Background: an optimization exercise with open tools, aiming at small area and a short achievable clock period. Do not read the settings as production practice.
Only the layout flow was run in this run; the RTL was not checked for function there.

===== flow/design.v =====
module axis_hdr_insert_top (
	input          clk,
	input          rst_n,
	input          valid_in,
	input  [127:0] data_in,
	input  [15:0]  keep_in,
	input          last_in,
	output         ready_in,
	output         valid_out,
	output [127:0] data_out,
	output [15:0]  keep_out,
	output         last_out,
	input          ready_out,
	input          valid_insert,
	input  [127:0] data_insert,
	input  [15:0]  keep_insert,
	input  [3:0]   byte_insert_cnt,
	output         ready_insert
);
axi_stream_insert_header #(
	.DATA_WD      (128),
	.DATA_BYTE_WD (16),
	.BYTE_CNT_WD  (4)
) u_core (
	.clk             (clk),
	.rst_n           (rst_n),
	.valid_in        (valid_in),
	.data_in         (data_in),
	.keep_in         (keep_in),
	.last_in         (last_in),
	.ready_in        (ready_in),
	.valid_out       (valid_out),
	.data_out        (data_out),
	.keep_out        (keep_out),
	.last_out        (last_out),
	.ready_out       (ready_out),
	.valid_insert    (valid_insert),
	.data_insert     (data_insert),
	.keep_insert     (keep_insert),
	.byte_insert_cnt (byte_insert_cnt),
	.ready_insert    (ready_insert)
);
endmodule

`timescale 1ns / 1ps
module axi_stream_insert_header 
#(
	parameter 						DATA_WD = 32,
	parameter 						DATA_BYTE_WD = DATA_WD / 8, 
	parameter 						BYTE_CNT_WD = $clog2(DATA_BYTE_WD) 
)(
	input 							clk,
	input 							rst_n,
	input 							valid_in,
	input 	[DATA_WD-1 : 0] 		data_in,
	input 	[DATA_BYTE_WD-1 : 0] 	keep_in,
	input 							last_in,
	output 							ready_in,
	output 							valid_out,
	output 	[DATA_WD-1 : 0] 		data_out,
	output 	[DATA_BYTE_WD-1 : 0] 	keep_out,
	output 							last_out,
	input 							ready_out,
	input 							valid_insert,
	input 	[DATA_WD-1 : 0] 		data_insert,
	input 	[DATA_BYTE_WD-1 : 0] 	keep_insert,
	input	[BYTE_CNT_WD-1 : 0]		byte_insert_cnt,
	output 							ready_insert
);
function [DATA_WD:0]swar;
    input [DATA_WD:0] data_in;
    reg [DATA_WD:0] i;
    begin
        i = data_in;
        i = (i & 32'h55555555) + ({0, i[DATA_WD:1]} & 32'h55555555);
        i = (i & 32'h33333333) + ({0, i[DATA_WD:2]} & 32'h33333333);
        i = (i & 32'h0F0F0F0F) + ({0, i[DATA_WD:4]} & 32'h0F0F0F0F);
        i = i * (32'h01010101);
        swar = i[31:24];    
    end        
endfunction
wire	w_insert_active;
wire	w_in_active;
wire	w_out_active;
wire	w_in_active_flag;
wire	w_out_cnt_active;
reg						r_ready_insert;
reg	[DATA_BYTE_WD-1:0]	r_keep_insert;
reg	[DATA_WD-1:0]		r_data;
reg	[DATA_WD-1:0]		r_data1;
reg	[DATA_BYTE_WD-1:0]	r_keep;
reg	[DATA_BYTE_WD-1:0]	r_keep1;
reg						r_in_active1;
reg						r_in_active2;
reg	[4:0]				r_out_cnt;
reg	[DATA_WD*2-1:0]		r_data01_out;
reg 					r_valid_out;
reg	[DATA_BYTE_WD-1:0]	r_keep_out;
reg 					r_last_out;
assign	w_insert_active = 	valid_insert && ready_insert;
assign  w_in_active 	= 	valid_in && ready_in;
assign	w_out_active 	= 	valid_out && ready_out;
assign	ready_insert 	= 	r_ready_insert;
assign	ready_in 		= 	~ready_insert;
assign	data_out 		= 	r_data01_out[DATA_WD-1:0];
assign	last_out		= 	r_last_out;
assign	keep_out		= 	r_keep_out;
assign	valid_out		= 	r_valid_out;
always@(posedge clk or negedge rst_n)begin
	if(!rst_n)
		r_ready_insert <= 1'b1;
	else if(w_insert_active)
		r_ready_insert <= 1'b0;
	else if(last_in)
		r_ready_insert <= 1'b1;
	else
		r_ready_insert <= r_ready_insert;
end
always@(posedge clk or negedge rst_n)begin
	if(!rst_n)
		r_keep_insert <= {DATA_BYTE_WD{1'b0}}; 
	else if(w_insert_active)
		r_keep_insert <= keep_insert;
	else
		r_keep_insert <= r_keep_insert;
end
always@(posedge clk or negedge rst_n)begin
	if(!rst_n)begin
		r_in_active1 <= 0;
		r_in_active2 <= 0;
	end
	else begin
		r_in_active1 <= w_in_active;
		r_in_active2 <= r_in_active1;
	end
end
assign w_in_active_flag = r_in_active1 && (~r_in_active2);
always@(posedge clk or negedge rst_n)begin
	if(!rst_n)begin
		r_data <= 0;
		r_keep <= 0;
	end
	else if(w_insert_active)begin
		r_data <= data_insert;
		r_keep <= keep_insert;
	end
	else if(w_in_active)begin
		r_data <= data_in;
		r_keep <= keep_in;
	end
	else begin
		r_data <= r_data;
		r_keep <= r_keep;
	end
end
always@(posedge clk or negedge rst_n)begin
	if(!rst_n)begin
		r_data1 <= 0;
		r_keep1 <= 0;
	end
	else begin
		r_data1 <= r_data;
		r_keep1 <= r_keep;
	end
end
always@(posedge clk or negedge rst_n)begin
	if(!rst_n)
		r_valid_out <= 1'b0;
	else if(w_in_active_flag)
		r_valid_out <= 1'b1;
	else if(last_out)
		r_valid_out <= 1'b0;
	else
		r_valid_out <= r_valid_out;
end
always@(posedge clk or negedge rst_n)begin
	if(!rst_n)
		r_out_cnt <= 0;
	else if(valid_out && last_out)
		r_out_cnt <= 0;
	else if(w_in_active_flag)
		r_out_cnt <= 0;
	else
		r_out_cnt <= r_out_cnt +1;
end
always@(posedge clk or negedge rst_n)begin
	if(!rst_n)
		r_last_out <= 1'b0;
	else if(valid_out && (r_out_cnt == 4))
		r_last_out <= 1'b1;
	else
		r_last_out <= 1'b0;
end
always@(posedge clk or negedge rst_n)begin
	if(!rst_n)
		r_data01_out <= 0;
	else if(w_in_active_flag || valid_out)
		r_data01_out <= {r_data1,r_data} >> swar(r_keep_insert)*8;
	else
		r_data01_out <= r_data01_out;
end
always@(posedge clk or negedge rst_n)begin
	if(!rst_n)
		r_keep_out <= 0;
	else if(w_in_active_flag)
		r_keep_out <= {DATA_BYTE_WD{1'b1}};
	else if( (r_out_cnt == 4) && w_out_active )
		r_keep_out <= r_keep1 << ( DATA_BYTE_WD - swar(r_keep_insert) );
	else 
		r_keep_out <= r_keep_out;
end
endmodule

===== flow/run.sh =====
#!/bin/bash
# synth_recipe.tcl (not shown) runs the flow's synth.tcl, then flattens the netlist and writes it again
# the make line also repeats each setting of config.mk as NAME=value (left out here)
make -C /OpenROAD-flow-scripts/flow DESIGN_CONFIG=/design/flow/config.mk WORK_HOME=/design/flow/orfs CLKGATE_MAP_FILE= SYNTH_SCRIPT=/design/flow/synth_recipe.tcl finish

===== flow/config.mk =====
export PLATFORM = sky130hd
export DESIGN_NAME = axis_hdr_insert_top
export DESIGN_NICKNAME = axis_hdr_insert_top
export VERILOG_FILES = /design/flow/design.v
export SDC_FILE = /design/flow/constraint.sdc
export NUM_CORES = 4
export LEC_CHECK = 0
export CAP_MARGIN = 20
export CORE_MARGIN = 2
export CORE_UTILIZATION = 40
export SLEW_MARGIN = 20

===== flow/constraint.sdc =====
create_clock -name core_clock -period 7.0 [get_ports {clk}]
set_input_delay 1.4000 -clock core_clock [delete_from_list [all_inputs] [get_ports {clk}]]
set_output_delay 1.4000 -clock core_clock [all_outputs]
set_load 0.01 [all_outputs]

==> run summary <==
[sequential cells by signal, summed over array words and instances (netlist names), 5 cells and up]
name                  cells
u_core.r_data01_out     128
u_core.r_data1          128
u_core.r_data           128
u_core.r_keep1           16
u_core.r_keep            16
u_core.r_keep_insert     16
u_core.r_keep_out        16
u_core.r_out_cnt          5
[cell usage after synthesis (6+ instances only)]
| master | count | area [µm²] |
|---|---|---|
| sky130_fd_sc_hd__nand2_1 | 473 | 1775 |
| sky130_fd_sc_hd__dfrtp_1 | 457 | 11440 |
| sky130_fd_sc_hd__mux2i_1 | 329 | 3293 |
| sky130_fd_sc_hd__mux4_2 | 233 | 5248 |
| sky130_fd_sc_hd__o21ai_0 | 232 | 1161 |
| sky130_fd_sc_hd__a21oi_1 | 126 | 630.6 |
| sky130_fd_sc_hd__clkbuf_1 | 110 | 412.9 |
| sky130_fd_sc_hd__nor2_1 | 94 | 352.8 |
| sky130_fd_sc_hd__buf_2 | 68 | 340.3 |
| sky130_fd_sc_hd__a22oi_1 | 57 | 427.9 |
| sky130_fd_sc_hd__o22ai_1 | 44 | 275.3 |
| sky130_fd_sc_hd__nor3_1 | 41 | 205.2 |
| sky130_fd_sc_hd__ha_1 | 37 | 462.9 |
| sky130_fd_sc_hd__mux2_2 | 33 | 371.6 |
| sky130_fd_sc_hd__nand3_1 | 31 | 155.2 |
| sky130_fd_sc_hd__o211ai_1 | 29 | 217.7 |
| sky130_fd_sc_hd__a221oi_1 | 27 | 236.5 |
| sky130_fd_sc_hd__a211oi_1 | 26 | 195.2 |
| sky130_fd_sc_hd__buf_1 | 26 | 97.59 |
| sky130_fd_sc_hd__a221o_1 | 25 | 250.2 |
| sky130_fd_sc_hd__inv_1 | 24 | 90.09 |
| sky130_fd_sc_hd__buf_4 | 17 | 127.6 |
| sky130_fd_sc_hd__o221ai_1 | 17 | 148.9 |
| sky130_fd_sc_hd__buf_6 | 16 | 180.2 |
| sky130_fd_sc_hd__nand2b_1 | 15 | 93.84 |
| sky130_fd_sc_hd__o221a_2 | 14 | 157.7 |
| sky130_fd_sc_hd__nor2b_1 | 13 | 81.33 |
| sky130_fd_sc_hd__a22o_1 | 12 | 105.1 |
| sky130_fd_sc_hd__o21ai_1 | 10 | 50.05 |
| sky130_fd_sc_hd__a21o_1 | 9 | 67.56 |
| sky130_fd_sc_hd__a2bb2oi_1 | 9 | 78.83 |
| sky130_fd_sc_hd__a31oi_1 | 9 | 56.30 |
| sky130_fd_sc_hd__fa_1 | 9 | 180.2 |
| sky130_fd_sc_hd__or2_2 | 8 | 50.05 |
| sky130_fd_sc_hd__or3_1 | 8 | 50.05 |
| sky130_fd_sc_hd__and2_1 | 7 | 43.79 |
| sky130_fd_sc_hd__o2111ai_1 | 7 | 61.31 |
| sky130_fd_sc_hd__o22a_1 | 7 | 61.31 |
| sky130_fd_sc_hd__a222oi_1 | 6 | 60.06 |
| sky130_fd_sc_hd__xor2_1 | 6 | 52.55 |
[worst max path at each step]
| stage | start | to | slack (ns) | cells after the start |
|---|---|---|---|---|
| 3_5_place_dp | u_core.r_keep_insert[14] | u_core.r_data01_out[14] | 0.51 | 21 |
| 2_1_floorplan | u_core.r_keep_insert[14] | u_core.r_data01_out[59] | 1.31 | 21 |
| 6_report | u_core.r_keep_insert[14] | u_core.r_data01_out[14] | 0.31 | 21 |
| 3_3_place_gp | u_core.r_keep_insert[14] | u_core.r_data01_out[14] | 0.53 | 21 |
| 5_1_grt | u_core.r_keep_insert[14] | u_core.r_data01_out[78] | 0.09 | 21 |
| 4_1_cts | u_core.r_keep_insert[14] | u_core.r_data01_out[14] | 0.50 | 21 |
[area by class of cell]
| cell class | instances | share of cell area (%) |
|---|---|---|
| clock inverters | 25 | 0.8847 |
| clock buffers | 76 | 4.235 |
| diodes | 3 | 0.01981 |
| flip-flops and latches | 458 | 30.24 |
| well taps | 969 | 3.199 |
| multi-input cells | 2062 | 45.71 |
| inverters | 27 | 0.2707 |
| repair buffers | 597 | 15.44 |
[metal layers]
metal,vias to the layer above,part of all wire (%)
li1,11430,-
met1,14340,44
met2,2085,40
met3,278,13
met4,2,3.3
met5,-,0.0047
[per-stage QoR]
| step | utilization [%] | instance area [µm²] | hold WS, ns |
|---|---|---|---|
| finish | 51.00 | 37900 | 0.3719 |
| detailed placement | 48.38 | 35950 | 0.3592 |
| floorplan | - | 29960 | 0.3530 |
| CTS | 50.99 | 37900 | 0.3709 |
| global placement | 48.38 | 35950 | 0.3626 |
| global route | 50.99 | 37900 | 0.3831 |
[cells by family after synthesis]
group / after synthesis / share of synthesized area, %
adder cells (fa/ha/maj): 46 / 2.146
buffers and inverters: 266 / 4.322
AND/OR/NAND/NOR: 709 / 9.943
multiplexers: 598 / 29.88
AO/OA/AOI/OAI: 699 / 15.16
flip-flops: 458 / 38.26
XOR/XNOR: 10 / 0.2923
[worst max-delay path, stage by stage (launching register included)]
cell and delay [ns]:
sky130_fd_sc_hd__dfrtp_1 0.38, sky130_fd_sc_hd__ha_1 0.31, sky130_fd_sc_hd__ha_1 0.23, sky130_fd_sc_hd__fa_1 0.53
sky130_fd_sc_hd__fa_1 0.42, sky130_fd_sc_hd__xor2_1 0.22, sky130_fd_sc_hd__ha_1 0.22, sky130_fd_sc_hd__inv_1 0.07
sky130_fd_sc_hd__fa_1 0.46, sky130_fd_sc_hd__inv_1 0.07, sky130_fd_sc_hd__ha_1 0.16, sky130_fd_sc_hd__inv_1 0.07
sky130_fd_sc_hd__fa_1 0.53, sky130_fd_sc_hd__inv_1 0.06, sky130_fd_sc_hd__ha_4 0.16, sky130_fd_sc_hd__fa_4 0.73
sky130_fd_sc_hd__buf_4 0.29, sky130_fd_sc_hd__nand2b_1 0.50, sky130_fd_sc_hd__o22ai_1 0.64, sky130_fd_sc_hd__a22o_1 0.28
sky130_fd_sc_hd__a221oi_1 0.09, sky130_fd_sc_hd__a21oi_1 0.15
==> run summary <==
The worst hold endpoint is u_core.r_keep1[8]. The arrival time at the worst endpoint is 7.23 ns. The number of fill cells came out at around 6700. Max-cap violations in this run came to 0. Synthesis produced a netlist with a net count of roughly 3100. The count of port buffers added during placement came out at about 440. The minimum period implied by the final worst setup slack is 6.688 ns. The global routing stage identified its most utilized layer as met1.

The H-tree level count is 2. In this run the worst hold path is classified as reg2reg. The worst setup path is captured at a register. At the end of routability-driven placement, the weighted congestion stood at around 1. The die is 277.7 µm wide. Relative to the synthesized area, the layout overhead comes to 26.50%.

The met3 capacity usage during global routing came out at 11.00%. The final layout contains routed wiring with a total length of 149600 µm. The starting DRC count in detailed routing came out at 4263. The number of cells on the worst hold path is 0. Clock-pin slew was measured on the worst setup and hold paths at about 0.060 ns.

The headroom to the max-slew limit is a little under a quarter. The number of global-route vias before repair came out at 26950. Of all flip-flops after synthesis, the portion carrying an async set or reset was 100.0%.

The post-synthesis cell type count came out at 75. The worst setup path is of the reg2reg kind. In this run the cell area of the synthesized design comes to approximately 30000 µm².

In the final timing run, aggregate negative setup slack is 0 ns. In this run the remaining antenna-violating nets after routing total 0. The buffer type at the clock tree root is sky130_fd_sc_hd__clkbuf_16. Leaving out fill and tap cells, the most frequent cell in the layout is sky130_fd_sc_hd__nand2_1.

The final setup violation count is 0. Setup repair after global routing left no endpoint under its margin. The required time at the endpoint of the critical path came out at approximately 7.5 ns.

The maximum number of pins on one net before global-route repair is 211. Counting flops with a built-in enable in the synthesized netlist gives 0. The count of mapped cells out of synthesis is 2786. The clock skew after layout is ~0.033 ns. The flop-to-flop setup slack came out at roughly 0.31 ns. The total number of yosys warnings came out at 1. The number of buffers inserted to repair setup after CTS came out at 0. The net count of the finished layout is between 3000 and 4000. The worst setup path is launched from a register. The number of max-slew violations in the final report is 0. The average wire per cell in the routed design is 35.48 µm. The sequential-to-total area share from yosys stat is 38.26%.

Global routing finished with a remaining overflow of 0. The maximum fanout along the worst path came out at 24. The latest clock arrival within the worst-skew pair came out at 0.64 ns. Derived from the worst setup path, the maximum achievable clock frequency is 0.1495 GHz. In this run the critical register-to-register path is captured at u_core.r_data01_out[14].

In the synthesized netlist the dominant register cell turns out to be sky130_fd_sc_hd__dfrtp_1. Setup slack closes at 0.3121 ns. The die area came out at 77110 µm².

In the layout the commonest cells are sky130_fd_sc_hd__nand2_1 (473), sky130_fd_sc_hd__dfrtp_1 (457), sky130_fd_sc_hd__clkdlybuf4s50_1 (440). The flow ran to the end and the layout has no timing, DRC or antenna violations. The number of antenna violations at the first check in global routing came out at 7. The clock passes through at most 3 buffers. The CTS tree is built.

The mean instance size in the synthesized netlist came out at 10.75 µm². The startpoint identified for the worst hold timing path is u_core.r_keep[8]. Hold repair after CTS inserted 0 buffers. The footprint of the multi-input gates is around 17000 µm². The count of cells resized by post-cts repair came out at 0. The cell count of the worst reg-to-reg path is 21.

The cell count after placement is 4113. In the global route stage, met2 resource usage came out at 51.27%. For the pin with the worst max-slew slack, the measured transition is 1.136 ns.

The length of the first detailed-routing pass in iterations is 8. The final cell count without fillers is 4217. The per-cell via count in the routed design is 6.672. The fraction of final layout cells sized beyond drive strength 1 came out at 17.66%. The share of the clock period used by the worst path is 95.54%. The global-route met1 utilization is 58.77%. The floorplan step set the die height to 277.7 µm. The number of placed I/O pins is 446.

The CTS sink count came out at ~460. The wire length of the first global-routing pass is ~210000 µm. The row count is 100. The placed wire-length estimate after detailed placement is 113000 µm.

The initial core utilization came out at 40.31%. The total global routing track utilization came out at 38.13%. The number of DRC violations after detailed routing is 0. The worst-case setup slack after placement came out at 0.5069 ns. The number of storage elements in the synthesis netlist is 458. In this run the critical register-to-register path is launched from u_core.r_keep_insert[14].

The hold violation total from the final report came out at 0. The count of vias placed by the detailed router is 28140. Registers take 11460 µm². The floorplan core area came out at 74320 µm². The number of clock buffers added by TritonCTS is 54.

==> afterwards: timing with drivers on the ports <==
The results above use ideal ports. As a check the final layout listed here was re-extracted and re-timed, cells and wires unchanged. Step 1, drivers: a clkbuf_16 drives clk and a buf_2 each remaining input, both assumed. Step 2 moves the port delays by t, midway between the first and last clock arrival at a register: inputs arrive t later, outputs are due t later. That takes back most of the time a late clock gives input paths. Slacks: ideal / step 1 / step 2; pairs: ideal / step 1.
shift t [ns]: 0.686
setup WS [ns]: 0.312 / 0.312 / 0.312
worst setup path after step 2: register to register
pins driven straight from the clock port: 1
After both steps setup and hold are still met in this run. The setup slack of this run moves by 0.000 ns with the drivers and by 0.000 ns with both steps.
